Background: an optimization exercise with open tools, aiming at a short achievable clock period and few clock cycles. Do not read the settings as production practice.
The RTL was checked by simulation tests, not by an equivalence proof against the original design.

$ cat flow/flow/run.sh
#!/bin/bash
# The standard layout, with the timing repair after clock tree synthesis and
# global routing aiming at a larger setup slack, so that the paths from the
# inputs and to the outputs (which set the achieved period) get repaired too.
# The design's constraints are unchanged. Gate cloning stays off so that the
# netlist keeps the standard synthesis's cells apart from sizing and buffers.
set -euo pipefail
bash standard.sh SETUP_SLACK_MARGIN=158.8 SKIP_GATE_CLONING=1 finish > standard.log 2>&1
$ cat flow/standard.sh
#!/bin/bash
# synth_recipe.tcl (not shown) runs the flow's synth.tcl, then flattens the netlist and writes it again
# the make line also repeats each setting of config.mk as NAME=value (left out here)
make -C /OpenROAD-flow-scripts/flow DESIGN_CONFIG=/design/flow/config.mk WORK_HOME=/design/flow/orfs CLKGATE_MAP_FILE= SYNTH_SCRIPT=/design/flow/synth_recipe.tcl "${@:-finish}"
$ cat flow/config.mk
export PLATFORM = sky130hd
export DESIGN_NAME = RISCV_Top
export DESIGN_NICKNAME = RISCV_Top
export VERILOG_FILES = /design/flow/design.v
export SDC_FILE = /design/flow/constraint.sdc
export NUM_CORES = 4
export LEC_CHECK = 0
export CAP_MARGIN = 20
export CORE_MARGIN = 2
export CORE_UTILIZATION = 30
export PLACE_DENSITY = 0.36
export SLEW_MARGIN = 20
$ cat flow/constraint.sdc
create_clock -name core_clock -period 200.0 [get_ports {clk}]
set_input_delay 40.0000 -clock core_clock [delete_from_list [all_inputs] [get_ports {clk}]]
set_output_delay 40.0000 -clock core_clock [all_outputs]
set_load 0.01 [all_outputs]
$ cat flow/design.v
`timescale 1ns / 1ps
module Division(
    input  [67:0] rx,
    input  [31:0] d,
    input  [33:0] d3,       
    output [67:0] rx_out
);
    wire [67:0] s [0:3];
    assign s[0] = rx;
    genvar i;
    generate
        for (i = 0; i < 3; i = i + 1) begin : step
            wire [33:0] r  = s[i][67:34];
            wire [34:0] t1 = {1'b0, r} - {3'b0, d};
            wire [34:0] t2 = {1'b0, r} - {2'b0, d, 1'b0};
            wire [34:0] t3 = {1'b0, r} - {1'b0, d3};
            assign s[i+1] = !t3[34] ? {t3[31:0], s[i][33:0], 2'b11} :
                            !t2[34] ? {t2[31:0], s[i][33:0], 2'b10} :
                            !t1[34] ? {t1[31:0], s[i][33:0], 2'b01} :
                                      {r[31:0],  s[i][33:0], 2'b00};
        end
    endgenerate
    assign rx_out = s[3];
endmodule
`timescale 1ns / 1ps
module RISCV_Top(
    input clk,
    input rst,
    output [31:0] imem_addr,
    input  [31:0] imem_rdata,
    output [31:0] dmem_addr,
    output [31:0] dmem_wdata,
    output dmem_we,
    input  [31:0] dmem_rdata,
    output reg RegWriteW,
    output reg [4:0] RDW,
    output reg [31:0] ResultW
);
    function [31:0] alu_op;
        input [31:0] x, y;
        input [2:0]  f3;
        input        sub, alt;
        reg   [31:0] sra;
        begin
            sra = $signed(x) >>> y[4:0];
            case (f3)
                3'd0: alu_op = sub ? (x - y) : (x + y);
                3'd1: alu_op = x << y[4:0];
                3'd2: alu_op = {31'b0, $signed(x) < $signed(y)};
                3'd3: alu_op = {31'b0, x < y};
                3'd4: alu_op = x ^ y;
                3'd5: alu_op = alt ? sra : (x >> y[4:0]);
                3'd6: alu_op = x | y;
                default: alu_op = x & y;
            endcase
        end
    endfunction
    reg  [9:0]  pcF, pcX;
    reg  [9:0]  pcO;
    reg  [31:0] irX;
    reg         vX;
    reg         fX, fNeX;
    reg  [4:0]  fRs1X, fRs2X;
    reg  [9:0]  fTgtX;
    reg         pX;
    reg  [31:0] jX;
    reg         lastV;
    reg         rdy;
    reg  [9:0]  lastPc;
    reg  [31:0] lastIr;
    reg         mRW, mLoad, mWe, mLate;
    reg  [4:0]  mRd;
    reg  [31:0] mRes, mWdata;
    reg  [31:0] mAddr;
    reg         mLA, mLB, mSub, mAlt;
    reg  [2:0]  mF3;
    reg  [31:0] mOpA, mOpB;
    reg         mRW1;
    reg  [4:0]  mRd1;
    reg  [31:0] mRes1;
    reg         wRW, wLoad;
    reg  [4:0]  wRd;
    reg  [31:0] wRes, wLd;
    reg         wRW1;
    reg  [4:0]  wRd1;
    reg  [31:0] wRes1;
    reg  [31:0] rf [1:31];
    assign imem_addr  = {20'h0, pcO, 2'b00};
    assign dmem_addr  = mAddr;
    assign dmem_wdata = mWdata;
    assign dmem_we    = mWe;
    wire [31:0] wVal = wLoad ? wLd : wRes;
    wire [31:0] lateRes = alu_op(mLA ? wLd : mOpA, mLB ? wLd : mOpB, mF3, mSub, mAlt);
    wire [31:0] mVal    = mLate ? lateRes : mRes;
    function [32:0] mw_val;
        input [4:0] r;
        begin
            if (r == 5'd0)                 mw_val = {1'b0, 32'h0};
            else if (mRW1 & (mRd1 == r))   mw_val = {1'b0, mRes1};
            else if (mRW & (mRd == r))     mw_val = {mLoad, mVal};
            else if (wRW1 & (wRd1 == r))   mw_val = {1'b0, wRes1};
            else if (wRW & (wRd == r))     mw_val = {1'b0, wVal};
            else                           mw_val = {1'b0, rf[r]};
        end
    endfunction
    function [31:0] mw_val_d;
        input [4:0] r;
        begin
            if (r == 5'd0)                 mw_val_d = 32'h0;
            else if (mRW1 & (mRd1 == r))   mw_val_d = mRes1;
            else if (mRW & (mRd == r))     mw_val_d = mRes;
            else if (wRW1 & (wRd1 == r))   mw_val_d = wRes1;
            else if (wRW & (wRd == r))     mw_val_d = wVal;
            else                           mw_val_d = rf[r];
        end
    endfunction
    wire [6:0] op  = irX[6:0];
    wire [2:0] f3  = irX[14:12];
    wire [6:0] f7  = irX[31:25];
    wire [4:0] rs1 = irX[19:15];
    wire [4:0] rs2 = irX[24:20];
    wire [4:0] rd  = irX[11:7];
    wire isR = (op == 7'b0110011);
    wire isI = (op == 7'b0010011);
    wire isL = (op == 7'b0000011);
    wire isS = (op == 7'b0100011);
    wire isB = (op == 7'b1100011);
    wire isM = isR & (f7 == 7'b0000001);
    wire isMul = isM & (f3 == 3'b000);
    wire isDiv = isM & (f3 == 3'b100);
    wire isRem = isM & (f3 == 3'b110);
    wire isDR  = isDiv | isRem;
    wire isAlu = (isR & !isM) | isI;
    wire use1 = isR | isI | isL | isS | isB;
    wire use2 = isR | isS | isB;
    wire wrX  = (isR | isI | isL) & (rd != 5'd0);
    wire [31:0] immI = {{20{irX[31]}}, irX[31:20]};
    wire [31:0] immS = {{20{irX[31]}}, irX[31:25], irX[11:7]};
    wire [31:0] immB = {{20{irX[31]}}, irX[7], irX[30:25], irX[11:8], 1'b0};
    wire [32:0] o1 = mw_val(rs1);
    wire [32:0] o2 = mw_val(rs2);
    wire [31:0] a  = o1[31:0];
    wire [31:0] b  = o2[31:0];
    wire depM1  = use1 & o1[32];
    wire depM2  = use2 & o2[32];
    wire depL   = vX & (depM1 | depM2);
    wire goLate = depL & isAlu;
    wire stLd   = isS & depM2 & !depM1;
    wire lateSrc1 = mLate & mRW & (mRd == rs1) & !(mRW1 & (mRd1 == rs1));
    wire lateSrc2 = mLate & mRW & (mRd == rs2) & !(mRW1 & (mRd1 == rs2));
    wire stallLU = (depL & !isAlu & !stLd) | (vX & isDR & ((use1 & lateSrc1) | (use2 & lateSrc2)));
    wire [31:0] bo   = isR ? b : immI;
    wire        sub  = isR & f7[5];
    wire [31:0] alu  = alu_op(a, bo, f3, sub, f7[5]);
    wire [31:0] prod = a * b;
    wire [4:0]  jRs1 = jX[19:15];
    wire [4:0]  jRs2 = jX[24:20];
    wire [4:0]  jRd  = jX[11:7];
    wire        jR   = (jX[6:0] == 7'b0110011);
    wire        jWr  = (jRd != 5'd0);
    wire        j1I  = wrX & (rd == jRs1);              
    wire        j2I  = jR & wrX & (rd == jRs2);
    wire [32:0] jo1  = mw_val(jRs1);
    wire [32:0] jo2  = mw_val(jRs2);
    wire [31:0] resI = isMul ? prod : alu;
    wire [31:0] ja   = j1I ? resI : jo1[31:0];
    wire [31:0] jb   = j2I ? resI : jo2[31:0];
    wire [31:0] aluJ = alu_op(ja, jR ? jb : {{20{jX[31]}}, jX[31:20]}, jX[14:12], jR & jX[30], jX[30]);
    wire        jBadI = (j1I | j2I) & (!(isAlu | isMul) | goLate);
    wire        jBadM = (!j1I & jo1[32]) | (jR & !j2I & jo2[32]);
    wire        splitJ = pX & (jBadI | jBadM);
    reg         dBusy;
    reg  [2:0]  dCnt;       
    reg  [67:0] dRx;
    reg  [31:0] dD;
    reg  [33:0] dD3;
    reg         dNegQ, dNegR;
    wire [31:0] da = mw_val_d(rs1);
    wire [31:0] db = mw_val_d(rs2);
    wire        sa = da[31], sb = db[31];
    wire [31:0] ax = sa ? -da : da;
    wire [31:0] bx = sb ? -db : db;
    wire        bz = (db == 32'h0);
    wire lt6  = (ax[31:6]  < bx);
    wire lt12 = (ax[31:12] < bx);
    wire lt18 = (ax[31:18] < bx);
    wire lt24 = (ax[31:24] < bx);
    wire lt30 = (ax[31:30] < bx);
    wire [2:0]  g0 = lt6 ? 3'd0 : lt12 ? 3'd1 : lt18 ? 3'd2 : lt24 ? 3'd3 : lt30 ? 3'd4 : 3'd5;
    wire [67:0] rx0 = lt6  ? {6'b0, ax, 30'b0}  :
                      lt12 ? {12'b0, ax, 24'b0} :
                      lt18 ? {18'b0, ax, 18'b0} :
                      lt24 ? {24'b0, ax, 12'b0} :
                      lt30 ? {30'b0, ax, 6'b0}  : {36'b0, ax};
    wire [67:0] rxIn = dBusy ? dRx : rx0;
    wire [31:0] dIn  = dBusy ? dD : bx;
    wire [33:0] bx3  = {2'b0, bx} + {1'b0, bx, 1'b0};
    wire [33:0] d3In = dBusy ? dD3 : bx3;
    wire [67:0] rxOut;
    Division DIV(.rx(rxIn), .d(dIn), .d3(d3In), .rx_out(rxOut));
    wire        negQ = dBusy ? dNegQ : (sa ^ sb);
    wire        negR = dBusy ? dNegR : sa;
    wire        last = dBusy ? (dCnt == 3'd0) : (g0 == 3'd0);
    wire [31:0] qv   = negQ ? -rxOut[31:0] : rxOut[31:0];
    wire [31:0] rv   = negR ? -rxOut[67:36] : rxOut[67:36];
    wire [31:0] dres = (!dBusy & bz) ? 32'h0 : (isRem ? rv : qv);
    reg  [4:0]  qRd  [0:31];
    reg  [31:0] qVal [0:31];
    reg  [4:0]  qHead, qTail;
    reg  [5:0]  qCnt;
    wire        qFull = (qCnt >= 6'd16);
    wire divHold = vX & isDR & !stallLU & !qFull & !(bz & !dBusy) & !last;
    wire        eq     = (a == b);
    wire        taken  = isB & (eq ^ f3[0]);
    wire [9:0]  pcPlus = pcX + 10'd1;
    wire [9:0]  target = pcX + immB[11:2];
    function [32:0] fold_val;    
        input [4:0] r;
        reg   [32:0] v;
        begin
            v = mw_val(r);
            if (r == 5'd0)                 fold_val = {1'b0, 32'h0};
            else if (pX & jWr & (jRd == r)) fold_val = {1'b0, aluJ};
            else if (wrX & (rd == r))      fold_val = {!isAlu | goLate, alu};
            else                           fold_val = v;
        end
    endfunction
    wire [32:0] fv1 = fold_val(fRs1X);
    wire [32:0] fv2 = fold_val(fRs2X);
    wire        fBad = fv1[32] | fv2[32];
    wire        fTaken = (fv1[31:0] == fv2[31:0]) ^ fNeX;
    wire [9:0]  pcPlus2 = pcX + 10'd2;
    wire [9:0]  nextSeq  = pX ? pcPlus2 : pcPlus;
    wire [9:0]  nextSkip = pX ? pcX + 10'd3 : pcPlus2;
    wire [9:0]  nextF  = fBad ? nextSeq : fTaken ? fTgtX : nextSkip;
    wire [9:0]  nextX  = fX ? nextF : pX ? pcPlus2 : taken ? target : pcPlus;
    wire stallX  = stallLU | qFull | divHold;
    wire goX     = vX & !stallX;
    wire goJ     = goX & pX & !splitJ;
    wire split   = goX & pX & splitJ;
    wire mispred = goX & !splitJ & (nextX != pcF);
    reg  [15:0] bV;
    reg  [5:0]  bTag [0:15];
    reg  [9:0]  bTgt [0:15];
    reg  [4:0]  bRs1 [0:15];
    reg  [4:0]  bRs2 [0:15];
    reg  [15:0] bNe, bT, bPOK;
    reg  [31:0] bPrev [0:15];
    wire [3:0]  fIdx = pcF[3:0];
    wire [3:0]  xIdx = pcX[3:0];
    wire [15:0] bVr  = rdy ? bV : 16'h0;
    wire        bHit = bVr[fIdx] & (bTag[fIdx] == pcF[9:4]);
    wire        xAluOut = vX & wrX & isAlu & !goLate;
    function [32:0] early_val;
        input [4:0] r;
        reg   [32:0] v;
        begin
            v = mw_val(r);
            if (r == 5'd0)                         early_val = {1'b1, 32'h0};
            else if (pX & jWr & (jRd == r))        early_val = {1'b1, aluJ};
            else if (vX & wrX & (rd == r))         early_val = {xAluOut, alu};
            else                                   early_val = {!v[32], v[31:0]};
        end
    endfunction
    reg  [15:0] nV;
    reg  [5:0]  nTag [0:15];
    reg  [31:0] nI   [0:15];
    reg  [31:0] nJ   [0:15];
    wire [15:0] nVr  = rdy ? nV : 16'h0;
    wire        nHit = nVr[fIdx] & (nTag[fIdx] == pcF[9:4]);
    wire [31:0] qI   = nI[fIdx];
    wire [31:0] qJ   = nJ[fIdx];
    wire        qIok = (qI[6:0] == 7'b0110011) ? (qI[31:25] != 7'b0000001 | !qI[14])
                     : (qI[6:0] == 7'b0010011) | (qI[6:0] == 7'b0000011) | (qI[6:0] == 7'b0100011);
    wire        qJok = ((qJ[6:0] == 7'b0110011) & (qJ[31:25] != 7'b0000001)) | (qJ[6:0] == 7'b0010011);
    wire        pairF = !bHit & nHit & qIok & qJok;
    wire [9:0]  pcF1  = pcF + 10'd1;
    wire [9:0]  pcF2  = pcF + 10'd2;
    wire [3:0]  gIdx  = pcF1[3:0];
    wire [3:0]  hIdx  = pcF2[3:0];
    wire        gHit  = bVr[gIdx] & bPOK[gIdx] & (bTag[gIdx] == pcF1[9:4]);
    wire        hHit  = bVr[hIdx] & bPOK[hIdx] & (bTag[hIdx] == pcF2[9:4]);
    wire [3:0]  kIdx  = bHit ? fIdx : pairF ? hIdx : gIdx;
    wire [4:0]  kRs1  = bRs1[kIdx];
    wire [4:0]  kRs2  = bRs2[kIdx];
    wire [32:0] k1e   = early_val(kRs1);
    wire [32:0] k2e   = early_val(kRs2);
    wire [31:0] cW    = pairF ? qJ : bPrev[gIdx];
    wire [6:0]  cOp   = cW[6:0];
    wire [4:0]  cRd   = cW[11:7];
    wire        cR    = (cOp == 7'b0110011);
    wire        cI    = (cOp == 7'b0010011);
    wire        cL    = (cOp == 7'b0000011);
    wire        cS    = (cOp == 7'b0100011);
    wire        cMx   = cR & (cW[31:25] == 7'b0000001);
    wire        cAlu  = (cR & !cMx) | cI;
    wire        cWr   = (cR | cI | cL) & (cRd != 5'd0);
    wire        cOk   = cR | cI | cL | cS;    
    wire [32:0] c1    = early_val(cW[19:15]);
    wire [32:0] c2    = early_val(cW[24:20]);
    wire [31:0] cRes  = alu_op(c1[31:0], cR ? c2[31:0] : {{20{cW[31]}}, cW[31:20]},
                               cW[14:12], cR & cW[30], cW[30]);
    wire        cKnown = cAlu & c1[32] & (c2[32] | !cR);
    wire        k1C   = !bHit & cWr & (cRd == kRs1);
    wire        k2C   = !bHit & cWr & (cRd == kRs2);
    wire [31:0] k1    = k1C ? cRes : k1e[31:0];
    wire [31:0] k2    = k2C ? cRes : k2e[31:0];
    wire        kKnown = (k1C ? cKnown : k1e[32]) & (k2C ? cKnown : k2e[32]);
    wire        kTaken = (k1 == k2) ^ bNe[kIdx];
    wire        pTaken = bHit & (kKnown ? kTaken : bT[fIdx]);
    wire        fold   = !bHit & !pairF & gHit & cOk & kKnown;
    wire [4:0]  qIrd  = qI[11:7];
    wire        qIwr  = ((qI[6:0] == 7'b0110011) | (qI[6:0] == 7'b0010011) | (qI[6:0] == 7'b0000011)) & (qIrd != 5'd0);
    wire        qIhit = qIwr & ((qIrd == qJ[19:15]) | (cR & (qIrd == qJ[24:20])) |
                                (qIrd == kRs1) | (qIrd == kRs2));
    wire        fold2  = pairF & hHit & !qIhit & kKnown;
    wire        sUse  = !bHit & !pairF & !fold;
    wire        sBr   = (imem_rdata[6:0] == 7'b1100011);
    wire        sTk   = sBr & ((imem_rdata[19:15] == imem_rdata[24:20]) ^ imem_rdata[12]);
    wire [9:0]  sTgt  = pcF + {imem_rdata[7], imem_rdata[30:25], imem_rdata[11:9]};
    wire [9:0]  predF  = pairF ? (fold2 ? (kTaken ? bTgt[hIdx] : pcF + 10'd3) : pcF2) :
                         fold ? (kTaken ? bTgt[gIdx] : pcF2) :
                         pTaken ? bTgt[fIdx] : pcF1;
    always @(posedge clk) begin
        if (!rdy) begin
            bV <= 16'h0;
            nV <= 16'h0;
        end else begin
            if (goX & isB) bV[xIdx] <= 1'b1;
            if (goX & lastV & (lastPc == pcX - 10'd1)) nV[lastPc[3:0]] <= 1'b1;
        end
    end
    always @(posedge clk) begin
        if (goX & isB) begin
            bTag[xIdx] <= pcX[9:4];
            bTgt[xIdx] <= target;
            bRs1[xIdx] <= rs1;
            bRs2[xIdx] <= rs2;
            bNe[xIdx]  <= f3[0];
            bT[xIdx]   <= taken;
            bPOK[xIdx] <= lastV & (lastPc == pcX - 10'd1);
            bPrev[xIdx] <= lastIr;
        end
        if (goX & lastV & (lastPc == pcX - 10'd1)) begin
            nTag[lastPc[3:0]] <= lastPc[9:4];
            nI[lastPc[3:0]]   <= lastIr;
            nJ[lastPc[3:0]]   <= irX;
        end
    end
    wire [9:0] pcEarly = mispred ? nextX : predF;
    wire       sSel    = !mispred & sUse & sTk;
    always @(posedge clk or posedge rst) begin
        if (rst) begin
            pcF <= 10'h0;
            vX  <= 1'b0;
            fX  <= 1'b0;
            pX  <= 1'b0;
            lastV <= 1'b0;
            rdy <= 1'b0;
        end else begin
            rdy <= 1'b1;
            if (split) begin
                pX  <= 1'b0;
            end else if (!stallX) begin
                if (mispred) begin
                    pcF <= nextX;
                    vX  <= 1'b0;
                    fX  <= 1'b0;
                    pX  <= 1'b0;
                end else begin
                    pcF <= sSel ? sTgt : pcEarly;
                    vX  <= 1'b1;
                    fX  <= pairF ? fold2 : fold;
                    pX  <= pairF;
                end
            end
            if (goX) lastV <= 1'b1;
        end
    end
    always @(posedge clk) begin
        if (rst)
            pcO <= 10'h0;
        else if (!split & !stallX)
            pcO <= sSel ? sTgt : pcEarly;
    end
    always @(posedge clk) begin
        if (split) begin
            irX <= jX;
            pcX <= pcPlus;
        end else if (!stallX & !mispred) begin
            irX <= imem_rdata;
            pcX <= pcF;
            jX  <= qJ;
            fNeX  <= pairF ? bNe[hIdx] : bNe[gIdx];
            fRs1X <= kRs1;
            fRs2X <= kRs2;
            fTgtX <= pairF ? bTgt[hIdx] : bTgt[gIdx];
        end
    end
    always @(posedge clk) begin
        if (goX) begin
            lastPc <= goJ ? pcPlus : pcX;
            lastIr <= goJ ? jX : irX;
        end
    end
    always @(posedge clk or posedge rst) begin
        if (rst) begin
            dBusy <= 1'b0;
        end else begin
            dBusy <= divHold;
        end
    end
    always @(posedge clk) begin
        if (divHold) begin
            dRx   <= rxOut;
            dD    <= dIn;
            dD3   <= d3In;
            dNegQ <= negQ;
            dNegR <= negR;
            dCnt  <= dBusy ? dCnt - 3'd1 : g0 - 3'd1;
        end
    end
    wire [31:0] addr = a + (isS ? immS : immI);
    wire [31:0] resX = (isL | isS) ? addr : isMul ? prod : isDR ? dres : alu;
    always @(posedge clk or posedge rst) begin
        if (rst) begin
            mRW   <= 1'b0;
            mLoad <= 1'b0;
            mWe   <= 1'b0;
            mLate <= 1'b0;
            mRW1  <= 1'b0;
        end else begin
            mRW   <= goX & wrX;
            mLoad <= goX & isL;
            mWe   <= goX & isS;
            mLate <= goX & goLate;
            mRW1  <= goJ & jWr;
        end
    end
    always @(posedge clk) begin
        mRd    <= rd;
        mRes   <= resX;
        mAddr  <= addr;
        mWdata <= (vX & stLd) ? dmem_rdata : b;
        mOpA   <= a;
        mOpB   <= bo;
        mLA    <= depM1;
        mLB    <= isR & depM2;
        mF3    <= f3;
        mSub   <= sub;
        mAlt   <= f7[5];
        mRd1   <= jRd;
        mRes1  <= aluJ;
    end
    always @(posedge clk or posedge rst) begin
        if (rst) begin
            wRW  <= 1'b0;
            wRW1 <= 1'b0;
        end else begin
            wRW  <= mRW;
            wRW1 <= mRW1;
        end
    end
    always @(posedge clk) begin
        wLoad <= mLoad;
        wRd   <= mRd;
        wRes  <= mVal;
        wLd   <= dmem_rdata;
        wRd1  <= mRd1;
        wRes1 <= mRes1;
    end
    always @(posedge clk) begin
        if (wRW)  rf[wRd]  <= wVal;
        if (wRW1) rf[wRd1] <= wRes1;
    end
    wire       qPop  = (qCnt != 6'd0);
    wire [4:0] qT1   = qTail + {4'b0, wRW};
    always @(posedge clk) begin
        if (!rdy) begin
            qHead <= 5'd0;
            qTail <= 5'd0;
            qCnt  <= 6'd0;
        end else begin
            qHead <= qHead + {4'b0, qPop};
            qTail <= qTail + {4'b0, wRW} + {4'b0, wRW1};
            qCnt  <= qCnt + {5'b0, wRW} + {5'b0, wRW1} - {5'b0, qPop};
        end
    end
    always @(posedge clk or posedge rst) begin
        if (rst) RegWriteW <= 1'b0;
        else     RegWriteW <= rdy & qPop;
    end
    always @(posedge clk) begin
        if (wRW) begin
            qRd[qTail]  <= wRd;
            qVal[qTail] <= wVal;
        end
        if (wRW1) begin
            qRd[qT1]  <= wRd1;
            qVal[qT1] <= wRes1;
        end
        RDW     <= qRd[qHead];
        ResultW <= qVal[qHead];
    end
endmodule
==> run summary <==
Netlist Area Pre-Place 397,000 µm²; core area between 1,000,000 and 1,500,000 µm²; Hold Fails Final Rpt 0; Worst-Skew Late Latency roughly 1.4 ns; synth warn 2; top_reg_cell synth edfxtp_1; WHS Endpoint nV[8]; Post-Route WL 2,760,000 µm; hold buffers post-CTS 0; Hold WC Path Type flop to flop; routed vias just under 400k; Post-route DRC 0; Max Clock Freq around 24 MHz; Final nets between 40,000 and 50,000; Slew HR 0.0440; status no timing/DRC/antenna violations; Layout area overhead 12.2%; Final setup viols 0; fraction of registers with async set/reset 0.00498; first-pass GRT wire length between 3,000,000 and 4,000,000 µm; RSZ-0062 raised after global routing yes; H-tree depth 6; vias in the first global route 349,000; post-route ant nets 0; PortBufs 178; #FFs+latches synth 4,821; die width 1160 µm; CTS tree built; total die area roughly 1,300,000 µm²; pin count of the biggest net entering global routing 103; CP arrival 2.12 ns; IO Pins 201; initial antenna violation count 397; Pins Over Slew Limit 0; clock sink total 4,821; clock transition at the registers of the reported paths ~0.060 ns; post-synthesis cell count 41,100; Inserted Clock Buffers ~620; # Max-Cap Violations 0; Reg-to-Reg End mRes[22]; Layout Skew 0.129 ns; CP Cell Sequence buf_6; Hold Worst Slack 0.487 ns; syn avg cell area 9.68 µm²; GRT overflow 0; Clock Path Buffers 5; WHS Path Cells 1; Yosys top cell area share 0.329; commonest non-fill, non-tap cell in the layout nand2_1; # rows between 400 and 500; gpl congestion 1.06; Critical-path top delay cell dfrtp_4; Setup CP Type flop to primary output; Setup crit end kind primary output; post-synth top area cell edfxtp_1; worst-path fanout max 1; Post-synth EDFFs 4,356; share of layout cells above drive strength 1 0.187; sequential area share after synthesis 0.353; # fillers about 130k; Critical Path RT 160.00 ns; unique cell type count in the Yosys netlist 161; vias per inst 6.65; Slew @ Worst Pin 1.43 ns; CP bufs+invs 1; GRT Util Overall 0.397; Final Core Density 0.338; Initial Util 0.301; DP HPWL around 2,000,000 µm; Pre-Repair DR Iteration Count 10; setup_tns 0 ns; main area contributors after synthesis edfxtp_1 (33%), mux4_2 (15%), a21oi_1 (5.0%), nand2_1 (4.4%), nor2_1 (4.3%); Layout Cells excl Fill 57,900; commonest non-fill, non-tap cells in the layout nand2_1 (4,530), nor2_1 (4,459), edfxtp_1 (4,356); R2R setup slack 162.81 ns; Worst Setup Start Kind flop; launching point of the worst reg2reg path irX[24]; placed cell count approximately 56,000; Worst path max stage delay 0.64 ns; Final period util 0.211; final worst slack 157.88 ns; worst reg-to-reg path cell count 122; initial DRC count 65,200; WL/cell 47.8 µm; die height 1160 µm; worst hold start nV[8]; Root Driver clkbuf_16; pre-CTS setup slack roughly 160 ns; CP delay by family, top flip-flops; Final min period 42.12 ns
[cells by family (layout without fill, tap and decap cells)]
logic type / count (synthesis) / count (layout) / share of synthesized area
adder cells (fa/ha/maj): 1450 / 1450 / 0.0538
XOR/XNOR: 914 / 914 / 0.0204
multiplexers: 4474 / 4474 / 0.197
flip-flops: 4821 / 4821 / 0.353
AND/OR/NAND/NOR: 12400 / 12400 / 0.135
AO/OA/AOI/OAI: 10900 / 10900 / 0.177
buffers and inverters: 6107 / 5021 / 0.0635
other: 2 / 320 / 0.0000189
[through the flow]
stage	area (µm²)
final	446000
after global routing	445000
after CTS	444000
after detailed placement	424000
after global placement	423000
after floorplan	398000
[cell type report]
cell class | count | area [µm²] | area share
clock inverters | 333 | 3410 | 0.00765
flip-flops and latches | 4821 | 141000 | 0.315
clock buffers | 786 | 16700 | 0.0375
diodes | 297 | 743 | 0.00167
inverters | 1500 | 5710 | 0.0128
multi-input cells | 30100 | 237000 | 0.532
repair buffers | 2402 | 19300 | 0.0432
well taps | 17600 | 22000 | 0.0494
[synth_stat cells (175+ instances only)]
library cell,n
a211oi_1,1146
a21o_1,249
a21oi_1,3973
a221oi_1,187
a22oi_1,206
a311oi_1,578
a31oi_1,426
and2_1,438
and3_1,240
buf_1,818
buf_2,522
buf_4,180
clkbuf_1,2940
dfxtp_1,441
edfxtp_1,4356
fa_1,431
ha_1,1019
inv_1,1413
mux2_2,308
mux2i_1,1511
mux4_2,2624
nand2_1,4606
nand2b_1,175
nand3_1,792
nor2_1,4514
nor2b_1,194
nor3_1,586
o211ai_1,273
o21ai_0,1554
o22ai_1,289
xnor2_1,640
xor2_1,266
[repair_timing]
action	CTS	global route
pin swaps	30	40
setup endpoints to repair	133	133
resized for setup	679	93
buffers inserted	21	6
[per-layer routing]
metal	global-route usage	vias up	share of wire
met2	0.544	28900	0.40
met4	0.253	134	0.077
li1	-	151000	-
met5	0.00298	-	0.00068
met1	0.527	199000	0.40
met3	0.143	5965	0.12
[sequential cells by signal, summed over array words and instances (netlist names), 34 cells and up, named ones only]
signal	cells
qRd	160
bRs2	80
nI	320
bPrev	512
rf	992
dRx	68
bRs1	80
bTgt	160
qVal	1024
bTag	96
dD3	34
nTag	96
nJ	512
[worst register-to-register path: cells and delay by family, from the launching register on]
kind | cells | cell delay [ns]
buffers and inverters | 13 | 3.76
and+or+nand+nor | 29 | 8.87
AOI/OAI and AO/OA | 72 | 20.65
xor gates and xnor gates | 3 | 1.27
DFF | 1 | 0.84
adders and majority gates | 5 | 1.65
[worst max path at each step]
| stage | start | end | slack [ns] | cells past startpoint |
|---|---|---|---|---|
| after floorplan | imem_rdata[9] | pcF[8] | 158.17 | 13 |
| after global placement | imem_rdata[23] | pcF[3] | 155.79 | 12 |
| after detailed placement | imem_rdata[23] | pcF[3] | 155.93 | 12 |
| after CTS | mWe | dmem_we | 157.97 | 1 |
| after global routing | mWe | dmem_we | 157.91 | 1 |
| final | mWe | dmem_we | 157.88 | 1 |
Testbench counts, summed over its fixed seeds: cycles 20,170.

afterwards: timing with drivers on the ports:
How much do the figures lean on ideal ports? The routed layout below was timed once more, with nothing changed but the port constraints. Step 1: set_driving_cell puts a clkbuf_16 on clk and a buf_2 on each other input, an assumption about the parent block. Step 2 times the ports against the registers' clock, not the clock port: input delays grow and output delays shrink by t, the midpoint of the rising clock arrivals with the driver on. Three values: no drivers, after step 1, after step 2; two values: the first two.
t, ns: 1.421
slack for setup (ns): 157.880 / 157.755 / 157.341
latest minus earliest clock arrival (ns): 0.129 / 0.129
worst register clock-pin slew, ns: 0.08 / 0.08
After both steps this run still meets setup and hold. The setup slack of this run moves by -0.125 ns with the drivers and by -0.539 ns with both steps.
